From an optimization exercise on the open Yosys and OpenROAD flow, aimed at small area and few clock cycles; shortcuts taken in it are not production practice.
At most, simulation tests tie the RTL to the original design; equivalence was not proved.
The flow treats the clock pin as an ideal source. Dropping or thinning the clock tree relies on that and would not hold on a real chip.
Power is estimated from default activity; no workload was simulated.

==> module diff2d, before the edit <==
module diff2d(i_clk, i_reset, i_data, i_start, o_datax, o_datay, o_address, o_Dx_addr, o_DyValid, o_DxValid, o_bussy);
  parameter WIDTH = 32, ADD_W = 12;
  localparam H = WIDTH/2;
  input  wire                      i_clk;
  input  wire                      i_reset;
  input  wire signed [(WIDTH-1):0] i_data;
  input  wire                      i_start;
  output wire signed [(WIDTH-1):0] o_datax;
  output wire signed [(WIDTH-1):0] o_datay;
  output wire        [(ADD_W-1):0] o_address;
  output wire        [(ADD_W-1):0] o_Dx_addr;
  output wire                      o_DyValid;
  output wire                      o_DxValid;
  output wire                      o_bussy;
  reg  [5:0]  r_x;
  reg  [5:0]  r_y;
  reg         r_phase;   
  reg         r_run;     
  reg         r_dv;      
  reg         r_ov;      
  reg  [(H-1):1]     r_nprev_lo;   
  reg                r_prev_0;     
  reg  [(WIDTH-1):H] r_nprev_hi;   
  reg  [(WIDTH-1):H] r_data_hi;
  reg  [(H-1):0]     r_diff_lo;
  reg                r_borrow;    
  wire        x_zero = (r_x == 6'd0);
  function [6:0] inc6;
    input [5:0] v;
    input       ci;
    integer i;
    reg c;
    begin
      c = ci;
      for (i = 0; i < 6; i = i + 1) begin
        inc6[i] = v[i] ^ c;
        c = v[i] & c;
      end
      inc6[6] = c;
    end
  endfunction
  wire [6:0]  w_nx = inc6(r_x, 1'b1);
  wire [6:0]  w_ny = inc6(r_y, x_zero);
  wire [6:0]  w_ay = inc6(w_ny[5:0], r_phase);
  wire [5:0]  n_x = w_nx[5:0];                         
  wire [5:0]  n_y = w_ny[5:0];
  wire [5:0]  a_y = w_ay[5:0];
  wire        last = r_dv & w_nx[6] & w_ay[6];
  wire        ld = r_phase | x_zero;
  wire        ld_d = ~r_phase | x_zero;
  function [WIDTH:0] add_rc;
    input [(WIDTH-1):0] a;
    input [(WIDTH-1):0] b;
    input               cin;
    input integer       n;
    integer i;
    reg c;
    begin
      add_rc = {(WIDTH+1){1'b0}};
      c = cin;
      for (i = 0; i < n; i = i + 1) begin
        add_rc[i] = a[i] ^ b[i] ^ c;
        c = (a[i] & b[i]) | (a[i] & c) | (b[i] & c);
      end
      add_rc[n] = c;
    end
  endfunction
  wire               w_c1 = i_data[0] | ~r_prev_0;
  wire [WIDTH:0]     w_lo1 = add_rc({{(WIDTH-H+1){1'b0}}, i_data[(H-1):1]}, {{(WIDTH-H+1){1'b0}}, r_nprev_lo}, w_c1, H-1);
  wire [H:0]         w_lo = {w_lo1[H-1:0], i_data[0] ^ r_prev_0};
  wire [WIDTH:0]     w_hi = add_rc({{H{1'b0}}, r_data_hi}, {{H{1'b0}}, r_nprev_hi}, ~r_borrow, WIDTH-H);
  always @(posedge i_clk) begin
    r_phase <= i_start | ~r_phase;
    if (i_start) begin
      r_x <= 6'd63;
      r_y <= 6'd63;
    end else if (r_phase) begin
      r_x <= n_x;
      r_y <= n_y;
    end
    if (ld) begin
      r_nprev_lo <= ~i_data[(H-1):1];
      r_prev_0   <= i_data[0];
    end
    if (ld_d)
      r_nprev_hi <= ~r_data_hi;
    r_data_hi <= i_data[(WIDTH-1):H];
    r_diff_lo <= w_lo[(H-1):0];
    r_borrow  <= ~w_lo[H];
  end
  always @(posedge i_clk) begin
    if (i_reset) begin
      r_run <= 1'b0;
      r_dv  <= 1'b0;
      r_ov  <= 1'b0;
    end else begin
      r_run <= i_start | (r_run & ~last);
      r_dv  <= r_run & (r_dv | ~r_phase);
      r_ov  <= r_dv;
    end
  end
  wire [(WIDTH-1):0] w_diff = {w_hi[(WIDTH-H-1):0], r_diff_lo};
  assign o_address = {a_y, n_x};
  assign o_Dx_addr = {r_y, r_x};
  assign o_datay   = w_diff;
  assign o_datax   = w_diff;
  assign o_DyValid = r_ov & ~r_phase;
  assign o_DxValid = r_ov & r_phase;
  assign o_bussy   = r_run | r_dv;
endmodule
export LEC_CHECK = 0
export CAP_MARGIN = 20
export CORE_MARGIN = 2
export CORE_UTILIZATION = 70
export SLEW_MARGIN = 20
create_clock -name core_clock -period 10.0 [get_ports {i_clk}]
standard.sh (not shown) runs the stock make flow with config.mk's settings and CLKGATE_MAP_FILE= SYNTH_SCRIPT=/design/flow/synth_recipe.tcl, a recipe that flattens the netlist after the stock synthesis.
==> flow/flow/run.sh <==
#!/bin/bash
# The standard layout, with the smallest buffer on each port and a two-level
# clock tree built by flow/pre_cts.tcl. make's full output goes to flow.log.
set -euo pipefail
export BUFFER_PORTS_ARGS="-buffer_cell sky130_fd_sc_hd__buf_1"
export PRE_CTS_TCL="$PWD/flow/pre_cts.tcl"
export CLOCK_LEAVES=8
export CLOCK_LEAF_BUF=sky130_fd_sc_hd__clkbuf_4
export CLOCK_ROOT_BUF=sky130_fd_sc_hd__clkbuf_2
bash standard.sh > flow.log 2>&1
Other scripts of this flow, unchanged in this note and not shown: flow/flow/pre_cts.tcl
Testbench counts at the start, summed over its fixed seeds: cycles 196,680.
Rerun with:
--- a/flow/design.v
+++ b/flow/design.v
@@ -46,8 +46,10 @@
   wire [5:0]  n_y = w_ny[5:0];
   wire [5:0]  a_y = w_ay[5:0];
   wire        last = r_dv & w_nx[6] & w_ay[6];
-  wire        ld = r_phase | x_zero;
-  wire        ld_d = ~r_phase | x_zero;
+  reg         r_ld;
+  reg         r_ld_d;    
+  wire        ld = r_ld;
+  wire        ld_d = r_ld_d;
   function [WIDTH:0] add_rc;
     input [(WIDTH-1):0] a;
     input [(WIDTH-1):0] b;
@@ -78,6 +80,8 @@
       r_x <= n_x;
       r_y <= n_y;
     end
+    r_ld   <= i_start | ~r_phase | w_nx[6];
+    r_ld_d <= r_ld;
     if (ld) begin
       r_nprev_lo <= ~i_data[(H-1):1];
       r_prev_0   <= i_data[0];
The changed run went through all stages and came out clean.
Sequential power rises by 11%.
Synthesized area rises by 0.90%.
Routed wire length rises by about 2.7%.
Power rises by 16%.
Combinational power rises by 35%.
Clock skew rises by 0.0068 ns.
Final area stays flat.
Die area rises by 0.85%.
Utilization falls by 0.50 points.
Maximum frequency rises by 1.6%.
For the second run of this note, only the layout was checked, not whether the RTL still works. No run of this note takes its clock network from TritonCTS; it comes from the design's own scripts or RTL.

what the ideal ports hide:
The results above use ideal ports. As a check the final layouts listed here were re-extracted and re-timed, cells and wires unchanged. Step 1, drivers: a clkbuf_16 drives i_clk and a buf_2 each remaining input, both assumed. Step 2 also shifts input and output timing later by t, the mid clock arrival at the registers, as if the neighbouring blocks saw the same clock. Slacks: no drivers / after step 1 / after step 2; pairs: no drivers / after step 1.
run	t, ns	setup slack, ns	hold WS [ns]
the first run	0.488	0.627 / 0.603 / 1.092	0.478 / 0.478 / 0.478
the second run	0.508	0.775 / 0.750 / 1.257	0.473 / 0.473 / 0.473
After both steps setup and hold are still met in every run listed.
